Source: an optimization exercise on an open RTL-to-GDS flow (aim: small area). Production flows keep margins and buffers that such runs may drop.
Where RTL was checked, it was by simulation tests only, not by an equivalence proof against the original.
For run 3, only the layout was checked, not whether the RTL still works.
In every run shown here, the design's own scripts or RTL, not TritonCTS, make the clock network.
No driver is modelled on the clock port, so clock power and skew are understated where the tree is cut down; a real chip needs a root buffer or a tree.
Power is estimated from default activity; no workload was simulated.

<file path="design/flow/design.v">
module i2c_master
#(
parameter input_clk = 25_000_000,
parameter bus_clk   = 400_000
)(
input           clk         ,
input           reset_n     ,
input           ena         ,
input     [6:0] addr        ,
input           rw          ,
input     [7:0] data_wr     ,
output reg      busy        ,
output reg[7:0] data_rd     ,
output reg      ack_error   ,
input           sda_i       ,
input           scl_i       ,
output          sda_oe      ,
output          scl_oe
);
localparam divider = (input_clk/bus_clk)/4;
localparam [1:0] T_CTRL = 2'b00;
localparam [1:0] T_CMD  = 2'b01;
localparam [1:0] T_WR   = 2'b10;
localparam [1:0] T_RD   = 2'b11;
localparam [2:0] C_READY = 3'b000;
localparam [2:0] C_START = 3'b001;
localparam [2:0] C_STOP  = 3'b010;
localparam [2:0] C_RSTART = 3'b011;
localparam [2:0] C_ACK1  = 3'b101;
localparam [2:0] C_ACK2  = 3'b110;
localparam [2:0] C_MACK  = 3'b111;
reg [1:0] ph;         
reg [3:0] sub;        
reg       stretch;
reg [1:0] typ;
reg [2:0] cnt;
reg [7:0] addr_rw;
reg [7:0] data_tx;    
wire sub0   = (sub == 4'd1);
wire wrap   = (sub == divider);
wire q1     = (ph == 2'b01);
wire q2     = (ph == 2'b11);
wire q3     = (ph == 2'b10);
wire rise   = sub0 & q1;               
wire fall   = sub0 & q3;               
wire dclk_p = sub0 ? ph[1] : ph[0];    
wire step   = ~stretch;
wire nq2    = step ? (wrap ? q1 : q2) : q2;
always @(posedge clk or negedge reset_n) begin
  if (~reset_n) begin
    ph <= 2'b00;
    sub <= 4'd1;
    stretch <= 1'b0;
  end else begin
    if (step) begin
      sub <= (sub + 4'd1) | {3'b000, wrap};
      if (wrap)
        ph <= {ph[0], ~ph[1]};
    end
    stretch <= nq2 & ~scl_i;
  end
end
wire match    = (addr_rw == {addr, rw});
wire ctrl     = (typ == T_CTRL);
wire st_ready = ctrl & (cnt == C_READY);
wire st_start = ctrl & (cnt == C_START);
wire st_rstart = ctrl & (cnt == C_RSTART);
wire st_stop  = ctrl & (cnt == C_STOP);
wire st_ack1  = ctrl & (cnt == C_ACK1);
wire st_ack2  = ctrl & (cnt == C_ACK2);
wire st_mack  = ctrl & (cnt == C_MACK);
wire st_cmd   = (typ == T_CMD);
wire st_wr    = (typ == T_WR);
wire st_rd    = (typ == T_RD);
wire last     = (cnt == 3'd7);
wire load     = rise & ena & (st_ready | st_ack2 | st_mack);
wire tx_shift = (rise & st_wr) | (fall & st_rd);
wire rd_end   = rise & st_rd & last;
wire       tx_hold = ~(load | tx_shift);
wire [6:0] tx_next = ({7{load}} & data_wr[6:0]) |
                     ({7{tx_shift & ~load}} & {data_tx[5:0], st_wr | sda_i}) |
                     ({7{tx_hold}} & data_tx[6:0]);
wire       aw_load = rise & (st_ready | st_ack2 | st_mack);
wire       aw_rot  = rise & st_cmd;
wire       aw_hold = ~(aw_load | aw_rot);
wire [7:0] aw_next = ({8{aw_load}} & {addr, rw}) |
                     ({8{aw_rot}} & {addr_rw[6:0], addr_rw[7]}) |
                     ({8{aw_hold}} & addr_rw);
always @(posedge clk) begin
  addr_rw <= aw_next;
  data_tx[6:0] <= tx_next;
end
always @(posedge clk or negedge reset_n) begin
  if (~reset_n)
    data_tx[7] <= 1'b1;
  else if (load)
    data_tx[7] <= data_wr[7];
  else if (rd_end)
    data_tx[7] <= ~(ena & match);
  else if (tx_shift)
    data_tx[7] <= data_tx[6];
end
always @(posedge clk or negedge reset_n) begin
  if (~reset_n) begin
    typ <= T_CTRL;
    cnt <= C_READY;
    busy <= 1'b0;
    ack_error <= 1'b0;
    data_rd <= 8'd0;
  end else if (rise) begin
    busy <= ctrl ? (cnt[2] ? ~(cnt[1] & ena) :
                    (cnt == C_READY) ? ena :
                    (cnt != C_STOP)) : 1'b1;
    if (!ctrl) begin
      if (last) begin
        typ <= T_CTRL;
        cnt <= {1'b1, typ};
        if (st_rd)
          data_rd <= data_tx;
      end else begin
        cnt <= cnt + 3'd1;
      end
    end else begin
      case (cnt)
        C_READY: begin
          if (ena) cnt <= C_START;
        end
        C_START, C_RSTART: begin
          typ <= T_CMD;
          cnt <= 3'd0;
        end
        C_ACK1: begin
          typ <= addr_rw[0] ? T_RD : T_WR;
          cnt <= 3'd0;
        end
        C_ACK2, C_MACK: begin
          if (ena) begin
            if (match) begin
              typ <= cnt[1:0];
              cnt <= 3'd0;
            end else begin
              cnt <= C_RSTART;
            end
          end else begin
            cnt <= C_STOP;
          end
        end
        C_STOP: begin
          cnt <= C_READY;
        end
        default: ;
      endcase
    end
  end else if (fall) begin
    if (st_start)
      ack_error <= 1'b0;
    if (st_ack1 | st_ack2)
      ack_error <= ack_error | sda_i;
  end
end
reg sda_ena_n;
always @(*) begin
  case (typ)
    T_CMD:   sda_ena_n = addr_rw[7];
    T_WR:    sda_ena_n = data_tx[7];
    T_RD:    sda_ena_n = 1'b1;
    default:
      case (cnt)
        C_START, C_RSTART: sda_ena_n = dclk_p;
        C_STOP:           sda_ena_n = ~dclk_p;
        C_ACK1:           sda_ena_n = 1'b1;
        default:          sda_ena_n = data_tx[7];
      endcase
  endcase
end
wire scl_ena = ~(st_ready | (st_start & dclk_p) | (st_stop & ~dclk_p));
assign scl_oe = scl_ena & ~ph[1];
assign sda_oe = ~sda_ena_n;
endmodule
</file>
<file path="design/flow/flow/run.sh">
#!/bin/bash
# Own layout flow: the standard ORFS flow (via the standard.sh) with
#  - the standard synthesis script, except that adders are not mapped to
#    adder cells and ABC maps the logic with an area-oriented script
#    (abc_area.abc) instead of ORFS's;
#  - port buffers of the smallest buffer cell;
#  - a clock tree of K leaf buffers fed by the clock port (mycts.tcl).
set -eo pipefail
W=$PWD
F=$W/flow
export OWN_FLOW_DIR=$F
export OWN_FLOW_LOG_DIR=$W
{
  head -n 1 synth_recipe.tcl
  # no adder cells: ABC maps the small counters better from plain logic
  echo 'set ::env(ADDER_MAP_FILE) ""'
  cat <<TCL
proc abc {args} {
  set i [lsearch -exact \$args -script]
  if { \$i >= 0 } { set args [lreplace \$args [expr {\$i + 1}] [expr {\$i + 1}] $F/abc_area.abc] }
  yosys abc {*}\$args
}
TCL
  tail -n +2 synth_recipe.tcl
} > own_synth.tcl
export BUFFER_PORTS_ARGS="-buffer_cell sky130_fd_sc_hd__buf_1"
export PRE_CTS_TCL=$F/cts_hook.tcl
bash standard.sh SYNTH_SCRIPT=$W/own_synth.tcl finish > standard.log 2>&1
</file>
<file path="design/flow/flow/abc_area.abc">
strash
&get -n
&deepsyn -I 4 -J 50
&put
dch -f
amap
topo
</file>
<file path="design/flow/flow/cts_hook.tcl">
# PRE_CTS_TCL hook: replace TritonCTS with my_cts (see mycts.tcl).
source $::env(OWN_FLOW_DIR)/mycts.tcl
rename clock_tree_synthesis triton_clock_tree_synthesis
proc clock_tree_synthesis { args } {
  my_cts {
    {3 sky130_fd_sc_hd__clkbuf_4}
    {2 sky130_fd_sc_hd__clkbuf_8}
    {4 sky130_fd_sc_hd__clkbuf_4}
    {3 sky130_fd_sc_hd__clkbuf_8}
    {4 sky130_fd_sc_hd__clkbuf_8}
  } 0.116
}
</file>
<file path="design/flow/flow/my_cts_trial.tcl">
# One trial of my_cts: load the placed design, buffer the clock with
# MY_CTS_K x MY_CTS_CELL grouped by MY_CTS_METHOD (from the environment) and
# print the largest clock-pin slew estimated from placement.
set k $::env(MY_CTS_K)
set cell $::env(MY_CTS_CELL)
foreach lib $::env(LIB_FILES) { read_liberty $lib }
read_db $::env(RESULTS_DIR)/3_place.odb
read_sdc $::env(RESULTS_DIR)/3_place.sdc
source $::env(PLATFORM_DIR)/setRC.tcl
source $::env(OWN_FLOW_DIR)/mycts.tcl
set_propagated_clock [all_clocks]
my_cts_insert $k $cell $::env(MY_CTS_METHOD) 0
detailed_placement
estimate_parasitics -placement
puts "MY_CTS_SLEW [my_cts_max_slew]"
</file>
<file path="design/flow/flow/mycts.tcl">

proc my_cts_pins {} {
  set pins {}
  foreach p [get_pins -hier */CLK] {
    set inst [[sta::sta_to_db_pin $p] getInst]
    set bb [$inst getBBox]
    lappend pins [list [expr {([$bb xMin] + [$bb xMax]) / 2000.0}] \
                       [expr {([$bb yMin] + [$bb yMax]) / 2000.0}] [get_full_name $p]]
  }
  return $pins
}

proc my_cts_split { pins parts axis } {
  # split pins into `parts` groups of equal size along x (axis 0) or y (1)
  set pins [lsort -real -index $axis $pins]
  set n [llength $pins]
  set groups {}
  for {set g 0} {$g < $parts} {incr g} {
    lappend groups [lrange $pins [expr {$g * $n / $parts}] [expr {($g + 1) * $n / $parts - 1}]]
  }
  return $groups
}

proc my_cts_strips { pins k axis } {
  # k strips along one axis; for k = 4 a 2 x 2 grid, split along `axis`
  # first
  if { $k == 4 } {
    set groups {}
    foreach half [my_cts_split $pins 2 $axis] {
      lappend groups {*}[my_cts_split $half 2 [expr {1 - $axis}]]
    }
    return $groups
  }
  return [my_cts_split $pins $k $axis]
}

proc my_cts_kmeans { pins groups } {
  # Lloyd's k-means on pin positions, started from the given groups
  set k [llength $groups]
  for {set it 0} {$it < 50} {incr it} {
    set cents {}
    foreach grp $groups {
      set cx 0
      set cy 0
      foreach e $grp {
        set cx [expr {$cx + [lindex $e 0]}]
        set cy [expr {$cy + [lindex $e 1]}]
      }
      set m [expr {max(1, [llength $grp])}]
      lappend cents [list [expr {$cx / $m}] [expr {$cy / $m}]]
    }
    set new {}
    for {set g 0} {$g < $k} {incr g} { lappend new {} }
    foreach e $pins {
      set best 0
      set bd 1e18
      for {set g 0} {$g < $k} {incr g} {
        lassign [lindex $cents $g] cx cy
        set d [expr {abs([lindex $e 0] - $cx) + abs([lindex $e 1] - $cy)}]
        if { $d < $bd } {
          set bd $d
          set best $g
        }
      }
      lset new $best [concat [lindex $new $best] [list $e]]
    }
    if { $new eq $groups } { break }
    set groups $new
  }
  return $groups
}

proc my_cts_groups { k method } {
  # method: sx / sy = strips (grid for k = 4) split along x / y first;
  # kx / ky = k-means started from them
  set pins [my_cts_pins]
  set axis [expr {[string index $method 1] eq "x" ? 0 : 1}]
  set groups [my_cts_strips $pins $k $axis]
  if { [string index $method 0] eq "k" } {
    set groups [my_cts_kmeans $pins $groups]
  }
  return $groups
}

proc my_cts_insert { k cell method tag } {
  set bufs {}
  set g 0
  foreach grp [my_cts_groups $k $method] {
    set cx 0
    set cy 0
    foreach e $grp {
      set cx [expr {$cx + [lindex $e 0]}]
      set cy [expr {$cy + [lindex $e 1]}]
    }
    set m [llength $grp]
    if { $m == 0 } {
      continue
    }
    set loads [lmap e $grp {get_pins [lindex $e 2]}]
    set name clkbuf_${tag}_${g}
    insert_buffer -buffer_cell $cell -net clk -load_pins $loads \
      -location [list [expr {$cx / $m}] [expr {$cy / $m}]] \
      -buffer_name $name -net_name clknet_${tag}_${g}
    incr g
  }
  # the clock net now drives only the new buffers (insert_buffer may make
  # their names unique, so take them from the net)
  set block [ord::get_db_block]
  foreach it [[$block findNet clk] getITerms] {
    lappend bufs [[$it getInst] getName]
  }
  return $bufs
}

proc my_cts_max_slew {} {
  set mx 0
  foreach p [get_pins -hier */CLK] {
    set s [get_property $p slew_max]
    if { $s > $mx } { set mx $s }
  }
  return $mx
}

proc my_cts { choices limit } {
  # each choice is tried on the placed design in a separate OpenROAD run
  # (my_cts_trial.tcl), so that a rejected trial leaves nothing behind;
  # for each (K, cell) the grouping with the smallest slew is taken
  set_propagated_clock [all_clocks]
  foreach c $choices {
    lassign $c k cell
    set best_s 1e9
    set best_m ""
    foreach method {sx sy kx ky} {
      set out [exec env MY_CTS_K=$k MY_CTS_CELL=$cell MY_CTS_METHOD=$method \
        openroad -no_init -exit $::env(OWN_FLOW_DIR)/my_cts_trial.tcl \
        |& tee -a $::env(OWN_FLOW_LOG_DIR)/my_cts_trials.log]
      if { ![regexp {MY_CTS_SLEW ([0-9.eE+-]+)} $out -> s] } {
        error "my_cts: trial $k x $cell ($method) failed"
      }
      puts "my_cts: $k x $cell ($method): largest clock-pin slew estimate [format %.4f $s] ns"
      if { $s < $best_s } {
        set best_s $s
        set best_m $method
      }
    }
    if { $best_s <= $limit } {
      puts "my_cts: keeping $k x $cell ($best_m)"
      my_cts_insert $k $cell $best_m 0
      return
    }
  }
  error "my_cts: no choice meets the slew limit"
}
</file>
<file path="design/flow/standard.sh">
#!/bin/bash
# synth_recipe.tcl (not shown) runs the flow's synth.tcl, then flattens the netlist and writes it again
# the make line also repeats each setting of config.mk as NAME=value (left out here)
make -C /OpenROAD-flow-scripts/flow DESIGN_CONFIG=/design/flow/config.mk WORK_HOME=/design/flow/orfs CLKGATE_MAP_FILE= SYNTH_SCRIPT=/design/flow/synth_recipe.tcl "${@:-finish}"
</file>
<file path="design/flow/config.mk">
export PLATFORM = sky130hd
export DESIGN_NAME = i2c_master
export DESIGN_NICKNAME = i2c_master
export VERILOG_FILES = /design/flow/design.v
export SDC_FILE = /design/flow/constraint.sdc
export NUM_CORES = 4
export LEC_CHECK = 0
export CAP_MARGIN = 20
export CORE_AREA = 2 2 60 60
export DIE_AREA = 0 0 62 62
export GPL_TIMING_DRIVEN = 0
export SLEW_MARGIN = 20
</file>
<file path="design/flow/constraint.sdc">
create_clock -name core_clock -period 40.0 [get_ports {clk}]
set_input_delay 8.0000 -clock core_clock [delete_from_list [all_inputs] [get_ports {clk}]]
set_output_delay 8.0000 -clock core_clock [all_outputs]
set_load 0.01 [all_outputs]
</file>
==> results.py, run 1 <==
metrics = {
    "yosys": {
        "synth_edf_count": 0,
        "ys_async_sr_fraction_pct": 60.5,
        "synth_ff_type": "dfrtp_1",
        "synth.largest_area_cell": "dfrtp_1",
        "synth_cells": 190,
        "synth_top_area_share_pct": 30.9,
        "yosysWarningCount": 1,
        "yosysSeqAreaShare_pct": 51.7,
        "avgSynthCellArea_um2": 8.95,
        "synth-seq-cells": 38,
        "synth_cell_types": 30,
        "synth_nets": 211,
        "syn_area_um2": 1700,
        "synthTopCellsByArea": "dfrtp_1 (31%), dfxtp_1 (18%), clkinv_1 (7.7%)",
    },
    "hold_path": {
        "hold_path_class": "reg2reg",
        "whs_path_depth": 2,
    },
    "timing": {
        "post-route-period-util_pct": 25.0,
        "fin_hold_ws_ns": 0.467,
        "setup_tns_ns": 0,
        "tightest_slew_ns": 1.07,
        "finalHoldViolations": 0,
        "fin_skew_ns": 0.0210,
        "slew_viol_final": 0,
        "relSlewSlack_pct": 27.9,
        "max_freq_ghz": 0.100,
        "min_period_ns": 9.98,
        "setup_viol": 0,
        "rsz0062_at_grt": "false",
    },
    "clock_tree": {
        "cts_resized": 0,
        "worstSkewPairLatency_ns": 0.17,
        "cts.clk_slew.worst_paths_ns": 0.09,
        "post-cts-setup-buffers": 0,
        "cts_hold_buf": 0,
    },
    "placement": {
        "hpwl_mm": 2.66,
        "gp_congestion": 0.886,
        "port_buffers": 32,
        "post_dp_cell_area_um2": 1880,
    },
    "floorplan": {
        "start_util_pct": 51.8,
        "dieArea_um2": 3840,
        "ios": 33,
        "chipHeight_um": 62,
        "coreArea_um2": 3280,
        "die-width_um": 62,
        "row_count": 21,
    },
    "detailed_routing": {
        "dr.pass1.iters": 5,
        "via_per_inst": 5.54,
        "wl_mm": 3.51,
        "vias": 1507,
        "drtIter0Drc": 91,
        "wl_per_cell_um": 12.9,
        "ant_nets": 0,
        "drcViolationCount": 0,
    },
    "worst_setup_path": {
        "path_cells": "clkinv_1, nor4_1, o21ai_0, or2_0, o21a_1, o31ai_1, buf_1",
        "worstPathRequired_ns": 32.00,
        "worstSetupEndpointType": "primary output",
        "critical_path.top_delay_family": "flip-flops",
        "slowest_delay_ns": 0.53,
        "crit_fanout": 3,
        "crit_buf_inv": 2,
        "path_class": "reg2out",
        "worstPathArrival_ns": 1.98,
        "cp.depth": 7,
        "startpoint_type": "register",
        "slowest_stage": "dfstp_2",
        "r2r_cells": 13,
    },
    "grt": {
        "grt_max_degree": 24,
        "grt.total_usage_pct": 19.7,
        "grt_pass1_vias": 1339,
        "grt_first_pass_wirelength_mm": 5.94,
        "globalRouteOverflowTotal": 0,
        "antenna_found_initial": 0,
    },
    "cells_and_area": {
        "drive_gt1_share_pct": 3.10,
        "nNetsFinal": 249,
        "multiInputGateArea_um2": 691,
        "layout-area-overhead-vs-synth_pct": 12.3,
        "layout_common_cells": "clkinv_1 (35), buf_1 (31), nor2_1 (28)",
        "final_common_cell": "clkinv_1",
        "fillers": 328,
        "regArea_um2": 878,
        "diodes": 0,
        "fin_area_um2": 1910,
    },
    "pwr": {
        "vdd_ir_drop_max_v": 0.0000335,
        "p_per_area_nw_per_um2": 77.6,
        "p_leak_nw": 0.695,
    },
    "run_status": {
        "outcome": "no timing/DRC/antenna violations",
    },
    "flow_run": {
        "cap_violations": 0,
    },
}
## area by class of cell, clock buffers not listed
cell class / instances / share of cell area [%]
Sequential cell: 38 / 46.0
Multi-Input combinational cell: 117 / 36.2
Inverter: 35 / 6.88
Timing Repair Buffer: 32 / 6.36
Tap cell: 46 / 3.01
## Yosys cell counts (all sizes together), types with 3 or more instances
cell type,number
dfrtp,21
o22ai,3
nor3,3
dfxtp,15
o21ai,17
clkinv,35
a22oi,12
a222oi,5
a21oi,9
nor2,28
o221ai,3
nand2,8
o22a,7
## metal layers
| metal | vias to the layer above | wire, um | GRT usage (%) |
|---|---|---|---|
| met5 | - | 0 | 0 |
| met4 | 0 | 49 | 2.13 |
| met3 | 6 | 157 | 1.66 |
| met2 | 30 | 1690 | 34.1 |
| met1 | 713 | 1610 | 28.0 |
| li1 | 758 | - | - |
## logic make-up (layout without fill, tap and decap cells)
group / count (synthesis) / in the layout / share of synthesized area [%]
and+or+nand+nor: 49 / 49 / 12.5
DFF: 38 / 38 / 51.7
buffers and inverters: 35 / 71 / 7.73
AOI/OAI and AO/OA: 68 / 68 / 28.1
## path summary, 6_finish.rpt
path	from	end	slack [ns]
min in group asynchronous	reset_n	data_rd[7]	7.79
max reg2reg	sub[0]	data_tx[5]	35.58
max in group asynchronous	reset_n	sub[0]	31.83
min reg2reg	data_tx[5]	data_rd[5]	0.47
min	data_tx[5]	data_rd[5]	0.47
max	sub[0]	sda_oe	30.02
## state kept, by name, summed over array words and instances, names as in the netlist
name       cells
stretch        1
ack_error      1
cnt            3
ph             2
addr_rw        8
busy           1
sub            4
data_tx        8
typ            2
data_rd        8
## through the flow
stage               std cells  power, mW  worst slack (ns)  util, %
detailed placement        268      0.135             30.13     57.2
global route              272      0.164             29.78     58.1
CTS                       272      0.149             30.00     58.1
finish                    272      0.148             30.02     58.1
floorplan                 190      0.117             30.40        -
global placement          268      0.133             30.15     57.2
## power breakdown
group / switching, mW / internal, mW / total (mW)
clock network: 0.00926 / 0.00480 / 0.0141
logic: 0.0383 / 0.0260 / 0.0643
registers: 0.0128 / 0.0569 / 0.0697
total: 0.0604 / 0.0877 / 0.148
## tightest hold or removal path, cell delays in order (launching register included)
cell and delay, ns:
dfxtp_1 0.32, clkinv_1 0.05, a21oi_1 0.06
==> inputs of run 2 (changes only) <==
--- a/design/flow/config.mk
+++ b/design/flow/config.mk
@@ -6,7 +6,7 @@
 export NUM_CORES = 4
 export LEC_CHECK = 0
 export CAP_MARGIN = 20
-export CORE_AREA = 2 2 60 60
-export DIE_AREA = 0 0 62 62
+export CORE_AREA = 2 2 57.6 60
+export DIE_AREA = 0 0 59.6 62
 export GPL_TIMING_DRIVEN = 0
 export SLEW_MARGIN = 20
==> run 2 against run 1 <==
Against the previous run: still clean on timing, DRC and antenna; fmax fell by 0.36%; cell area down 0.52%; clock power about the same; via count stayed put; first-iteration DRC count decreased by 5.5%; register-to-register slack gained 0.36 ns; sequential share of layout area is 0.24 points higher; wire length rose by 2.6%; setup slack got worse by 0.036 ns; sequential power hardly changed.
==> results.py, run 2 <==
metrics = {
    "run_status": {
        "outcome": "no timing/DRC/antenna violations",
    },
    "timing": {
        "setup_tns_ns": 0,
        "min_period_ns": 10.02,
        "relSlewSlack_pct": 48.3,
        "finalHoldViolations": 0,
        "fin_hold_ws_ns": 0.455,
        "fin_skew_ns": 0.0161,
        "setup_viol": 0,
        "rsz0062_at_grt": "false",
        "slew_viol_final": 0,
        "post-route-period-util_pct": 25.1,
        "max_freq_ghz": 0.0998,
        "tightest_slew_ns": 0.773,
    },
    "detailed_routing": {
        "ant_nets": 0,
        "dr.pass1.iters": 4,
        "drcViolationCount": 0,
        "wl_mm": 3.60,
        "drtIter0Drc": 86,
        "vias": 1507,
        "wl_per_cell_um": 13.8,
        "via_per_inst": 5.80,
    },
    "pwr": {
        "p_leak_nw": 0.696,
        "switching_share_pct": 41.1,
        "power.switching_uw": 61.3,
        "internal_power_uw": 87.8,
        "pwr-share-clk_pct": 9.7,
        "vdd_ir_drop_max_v": 0.0000334,
        "p_per_area_nw_per_um2": 78.5,
        "pwr-share-comb_pct": 43.6,
        "pwr-share-seq_pct": 46.7,
    },
    "yosys": {
        "synth.largest_area_cell": "dfrtp_1",
        "synthXorXnorAreaFrac_pct": 0,
        "synthTopCellsByArea": "dfrtp_1 (31%), dfxtp_1 (18%), clkinv_1 (7.7%)",
        "synth_commonest_cells": "clkinv_1 (35), nor2_1 (28), dfrtp_1 (21), o21ai_0 (17), dfxtp_1 (15)",
        "synth_edf_count": 0,
        "synth_cells": 190,
        "synth_top_area_share_pct": 30.9,
        "avgSynthCellArea_um2": 8.95,
        "synth_cell_types": 30,
        "synth_nets": 211,
        "synth_mux_area_share_pct": 0,
        "syn_area_um2": 1700,
        "synthSimpleGateAreaFrac_pct": 12.5,
        "synth_most_common_cell": "clkinv_1",
        "yosysWarningCount": 1,
        "ys_async_sr_fraction_pct": 60.5,
        "synthAdderAreaFrac_pct": 0,
        "synth-seq-cells": 38,
        "synth-compound-area-share_pct": 28.1,
        "synth_ff_type": "dfrtp_1",
        "yosysSeqAreaShare_pct": 51.7,
        "synth_top_family_by_area": "compound AO/OA/AOI/OAI gates",
    },
    "grt": {
        "grt_max_degree": 24,
        "grt.total_usage_pct": 20.1,
        "globalRouteOverflowTotal": 0,
        "grt_pass1_vias": 1348,
        "antenna_found_initial": 0,
        "grt_first_pass_wirelength_mm": 5.87,
    },
    "worst_setup_path": {
        "worstPathArrival_ns": 2.02,
        "startpoint_type": "register",
        "worstPathRequired_ns": 32.00,
        "r2r-start": "sub[0]",
        "r2r_slack_ns": 35.94,
        "crit_fanout": 3,
        "path_class": "reg2out",
        "r2r-end": "data_tx[5]",
        "worstSetupEndpointType": "primary output",
        "r2r_cells": 13,
    },
    "flow_run": {
        "cap_violations": 0,
    },
    "placement": {
        "gp_congestion": 0.899,
        "hpwl_mm": 2.67,
        "post_dp_cell_area_um2": 1860,
        "dp_cells": 256,
        "port_buffers": 32,
    },
    "floorplan": {
        "row_count": 21,
        "dieArea_um2": 3700,
        "coreArea_um2": 3150,
        "die-width_um": 59.6,
        "chipHeight_um": 62,
        "start_util_pct": 53.9,
        "ios": 33,
    },
    "clock_tree": {
        "post-cts-setup-buffers": 0,
        "cts.clk_slew.worst_paths_ns": 0.10,
        "worstSkewPairLatency_ns": 0.17,
        "cts_hold_buf": 0,
        "cts_resized": 0,
    },
    "cells_and_area": {
        "fin_area_um2": 1900,
        "reg_top3": "addr_rw x8, data_rd x8, data_tx x8",
        "final_common_cell": "clkinv_1",
        "nNetsFinal": 249,
        "diodes": 0,
        "fillers": 292,
        "layout_common_cells": "clkinv_1 (35), buf_1 (31), nor2_1 (28)",
        "drive_gt1_share_pct": 3.54,
        "layout-area-overhead-vs-synth_pct": 11.7,
        "fin_cells": 260,
    },
    "hold_path": {
        "worstHoldEndpoint": "data_rd[5]",
        "whs_path_depth": 2,
        "hold_path_class": "reg2reg",
        "min_from": "data_tx[5]",
    },
}
## run 2: cell counts after synthesis
Identical to the previous run, type by type.
## run 2: worst max-delay path, cell delays in order, from the launching register on
cell and delay [ns]:
dfstp_2 0.53, clkinv_1 0.08, nor4_1 0.28, o21ai_0 0.20
or2_0 0.26, o21a_1 0.11, o31ai_1 0.23, buf_1 0.18
## run 2: stage by stage
stage	total power [mW]	setup slack, ns	utilization (%)
6_report	0.149	29.98	60.2
5_1_grt	0.164	29.76	60.2
4_1_cts	0.149	29.99	60.1
3_5_place_dp	0.135	30.14	59.1
3_3_place_gp	0.133	30.15	59.1
2_1_floorplan	0.117	30.40	-
## run 2: worst max path at each step
stage          startpoint  cells past startpoint  slack, ns  endpoint
3_5_place_dp      addr[3]                      9      30.14    cnt[0]
2_1_floorplan      sub[0]                      6      30.40    sda_oe
5_1_grt            sub[0]                      8      29.76    sda_oe
4_1_cts            sub[0]                      7      29.99    sda_oe
6_report           sub[0]                      7      29.98    sda_oe
3_3_place_gp      addr[3]                      9      30.15    cnt[0]
## run 2: routing by layer
| metal | global-route usage [%] | vias to the layer above | wire length [um] |
|---|---|---|---|
| met3 | 1.86 | 5 | 166 |
| met5 | 0 | - | 0 |
| li1 | - | 767 | - |
| met2 | 35.0 | 34 | 1710 |
| met1 | 28.4 | 701 | 1670 |
| met4 | 2.54 | 0 | 53 |
## run 2: area by class of cell, clock buffers not listed
cell class | count | area [um2] | area share [%]
repair buffers | 32 | 121 | 6.39
well taps | 34 | 42.5 | 2.24
inverters | 35 | 131 | 6.92
multi-input cells | 117 | 696 | 36.6
flip-flops and latches | 38 | 878 | 46.2
## run 2: power by group through the flow
| stage | clock [mW] | sequential, mW | combinational [mW] |
|---|---|---|---|
| after floorplan | 0 | 0.0694 | 0.0478 |
| after global placement | 0 | 0.0696 | 0.0630 |
| after detailed placement | 0 | 0.0702 | 0.0648 |
| after CTS | 0.0148 | 0.0695 | 0.0651 |
| after global routing | 0.0161 | 0.0722 | 0.0756 |
| final | 0.0144 | 0.0697 | 0.0650 |
## run 2: cell families (layout without fill, tap and decap cells)
group,after synthesis,count (layout)
AOI/OAI and AO/OA,68,68
buffers and inverters,35,71
and+or+nand+nor,49,49
DFF,38,38
==> inputs of run 3 (changes only) <==
--- a/design/flow/design.v
+++ b/design/flow/design.v
@@ -76,9 +76,10 @@
 wire load     = rise & ena & (st_ready | st_ack2 | st_mack);
 wire tx_shift = (rise & st_wr) | (fall & st_rd);
 wire rd_end   = rise & st_rd & last;
-wire       tx_hold = ~(load | tx_shift);
-wire [6:0] tx_next = ({7{load}} & data_wr[6:0]) |
-                     ({7{tx_shift & ~load}} & {data_tx[5:0], st_wr | sda_i}) |
+wire       tx_load = rise & (st_ready | st_ack2 | st_mack);
+wire       tx_hold = ~(tx_load | tx_shift);
+wire [6:0] tx_next = ({7{tx_load}} & data_wr[6:0]) |
+                     ({7{tx_shift}} & {data_tx[5:0], st_wr | sda_i}) |
                      ({7{tx_hold}} & data_tx[6:0]);
 wire       aw_load = rise & (st_ready | st_ack2 | st_mack);
 wire       aw_rot  = rise & st_cmd;
--- a/design/flow/config.mk
+++ b/design/flow/config.mk
@@ -6,7 +6,7 @@
 export NUM_CORES = 4
 export LEC_CHECK = 0
 export CAP_MARGIN = 20
-export CORE_AREA = 2 2 57.6 60
-export DIE_AREA = 0 0 59.6 62
+export CORE_AREA = 2 2 60 60
+export DIE_AREA = 0 0 62 62
 export GPL_TIMING_DRIVEN = 0
 export SLEW_MARGIN = 20
==> run 3 against run 2 <==
Against the previous run: critical endpoint unchanged; power down 1.6%; worst hold slack better by 0.0068 ns; via count rose by 2.5%; clock power barely moved; fmax up 0.10%; wire length is 3.7% higher; sequential share of layout area down 0.90 points; still clean on timing, DRC and antenna; synthesized cell count rose by 5.8%.
==> results.py, run 3 <==
metrics = {
    "run_status": {
        "outcome": "no timing/DRC/antenna violations",
    },
    "yosys": {
        "synth_top_area_share_pct": 30.6,
        "synth_cells": 201,
        "avgSynthCellArea_um2": 8.53,
        "yosysWarningCount": 1,
        "synth_edf_count": 0,
        "synth_ff_type": "dfrtp_1",
        "synth_commonest_cells": "nor2_1 (34), clkinv_1 (33), dfrtp_1 (21), o21ai_0 (20), dfxtp_1 (15)",
        "synth_most_common_cell": "nor2_1",
        "syn_area_um2": 1720,
        "synth-seq-cells": 38,
        "synth.largest_area_cell": "dfrtp_1",
        "yosysSeqAreaShare_pct": 51.2,
        "synth_nets": 222,
        "synthTopCellsByArea": "dfrtp_1 (31%), dfxtp_1 (18%), nor2_1 (7.4%)",
        "synth_cell_types": 27,
        "ys_async_sr_fraction_pct": 60.5,
    },
    "worst_setup_path": {
        "startpoint_type": "register",
        "crit_fanout": 3,
        "worstPathArrival_ns": 2.01,
        "path_class": "reg2out",
        "worstPathRequired_ns": 32.00,
        "worstSetupEndpointType": "primary output",
    },
    "pwr": {
        "p_leak_nw": 0.725,
        "vdd_ir_drop_max_v": 0.0000406,
        "p_per_area_nw_per_um2": 75.7,
    },
    "timing": {
        "slew_viol_final": 0,
        "fin_skew_ns": 0.00704,
        "tightest_slew_ns": 1.02,
        "fin_hold_ws_ns": 0.461,
        "setup_viol": 0,
        "finalHoldViolations": 0,
        "max_freq_ghz": 0.0999,
        "setup_tns_ns": 0,
        "rsz0062_at_grt": "false",
        "relSlewSlack_pct": 31.5,
        "post-route-period-util_pct": 25.0,
        "min_period_ns": 10.01,
    },
    "cells_and_area": {
        "diodes": 0,
        "layout_common_cells": "nor2_1 (34), clkinv_1 (33), buf_1 (31)",
        "final_common_cell": "nor2_1",
        "utilization_pct": 59.0,
        "reg_top3": "addr_rw x8, data_rd x8, data_tx x8",
        "drive_gt1_share_pct": 3.78,
        "layout-area-overhead-vs-synth_pct": 12.9,
        "nNetsFinal": 261,
    },
    "floorplan": {
        "coreArea_um2": 3280,
        "row_count": 21,
        "ios": 33,
        "chipHeight_um": 62,
        "dieArea_um2": 3840,
        "die-width_um": 62,
        "start_util_pct": 52.2,
    },
    "detailed_routing": {
        "vias": 1544,
        "drcViolationCount": 0,
        "ant_nets": 0,
        "dr.pass1.iters": 4,
        "wl_mm": 3.73,
        "wl_per_cell_um": 13.1,
        "via_per_inst": 5.44,
        "drtIter0Drc": 78,
    },
    "clock_tree": {
        "cts_hold_buf": 0,
        "cts_resized": 0,
        "post-cts-setup-buffers": 0,
        "cts.clk_slew.worst_paths_ns": 0.10,
        "worstSkewPairLatency_ns": 0.16,
    },
    "grt": {
        "grt_pass1_vias": 1381,
        "grt_first_pass_wirelength_mm": 5.93,
        "antenna_found_initial": 0,
        "globalRouteOverflowTotal": 0,
        "grt_max_degree": 24,
        "grt.total_usage_pct": 20.0,
    },
    "placement": {
        "hpwl_mm": 2.77,
        "gp_congestion": 0.930,
        "port_buffers": 32,
    },
    "hold_path": {
        "hold_path_class": "reg2reg",
    },
    "flow_run": {
        "cap_violations": 0,
    },
}
==> run 3: cell count changes in the layout (fill, tap and decap cells not counted), moves of 3 or more <==
cell,change
nor3_1,+5
nor2_1,+6
nand2_1,+3
a31oi_1,+3
o21ai_0,+3
nand3_1,+3
==> run 3: critical path, cell delays in order, from the launching register on <==
cell and delay, ns:
dfstp_2 0.53, clkinv_1 0.08, nor4_1 0.35, o21ai_0 0.22, o21ai_0 0.26, clkinv_1 0.08
o21ai_0 0.15, buf_1 0.17
==> run 3: path summary, 6_finish.rpt <==
kind                            start    endpoint  slack [ns]  depth (start not counted)
hold reg to reg            data_tx[5]  data_rd[5]        0.46                          2
max in group asynchronous     reset_n  data_tx[7]       31.82                          1
min in group asynchronous     reset_n  data_rd[1]        7.81                          1
setup reg to reg               sub[0]  data_tx[4]       35.96                         13
hold / removal             data_tx[5]  data_rd[5]        0.46                          2
setup / recovery               sub[0]      sda_oe       29.99                          7
==> run 3: power breakdown <==
part | internal, mW | switching [mW] | total [mW]
registers | 0.0562 | 0.0119 | 0.0681
logic | 0.0252 | 0.0388 | 0.0641
clock network | 0.00480 | 0.00972 | 0.0145
total | 0.0862 | 0.0605 | 0.147
==> run 3: cells by family after synthesis <==
family | Yosys count | share of synthesized area [%]
AOI/OAI and AO/OA | 64 | 24.8
DFF | 38 | 51.2
buffers and inverters | 33 | 7.22
and+or+nand+nor | 66 | 16.8
==> run 3: final cells by class, clock buffers not listed <==
| cell class | count | area [um2] |
|---|---|---|
| fill | 314 | 1350 |
| inverter | 33 | 124 |
| multi-input combinational | 130 | 718 |
| sequential | 38 | 878 |
| tap | 46 | 57.6 |
| timing repair buffer | 33 | 129 |
==> run 3: stage by stage <==
step	power (mW)	setup slack, ns	instances	cell area [um2]
after floorplan	0.115	30.39	201	1720
after global placement	0.130	29.96	279	1890
after detailed placement	0.133	29.99	280	1910
after CTS	0.147	29.97	284	1940
after global routing	0.161	29.71	284	1940
final	0.147	29.99	284	1940
==> run 3: metal layers <==
metal / track usage, % / part of all wire [%] / up-vias / wire, um
li1: - / - / 790 / -
met5: 0 / 0 / - / 0
met1: 26.6 / 45 / 709 / 1690
met2: 35.9 / 48 / 40 / 1800
met4: 3.65 / 1.5 / 0 / 57
met3: 1.24 / 4.9 / 5 / 181

## afterwards: timing with drivers on the ports
Ports are ideal in the flow. The routed layouts listed here were re-timed in OpenROAD. Step 1 (the two cells are an assumption about what drives the block):
set clk [get_ports {clk}]
set_driving_cell -lib_cell sky130_fd_sc_hd__clkbuf_16 $clk
set_driving_cell -lib_cell sky130_fd_sc_hd__buf_2 [delete_from_list [all_inputs] $clk]
Step 2 also shifts input and output timing later by t, the mid clock arrival at the registers, as if the neighbouring blocks saw the same clock. a / b / c = ideal / step 1 / step 2; a / b = the first two.
run	t (ns)	setup WS [ns]	hold WS [ns]	pins driven straight from the clock port
run 1	0.205	30.015 / 29.970 / 30.128	0.467 / 0.467 / 0.467	4
run 2	0.203	29.979 / 29.934 / 30.137	0.455 / 0.454 / 0.454	4
run 3	0.206	29.989 / 29.944 / 30.001	0.461 / 0.461 / 0.461	4
After both steps every run listed still meets setup and hold.
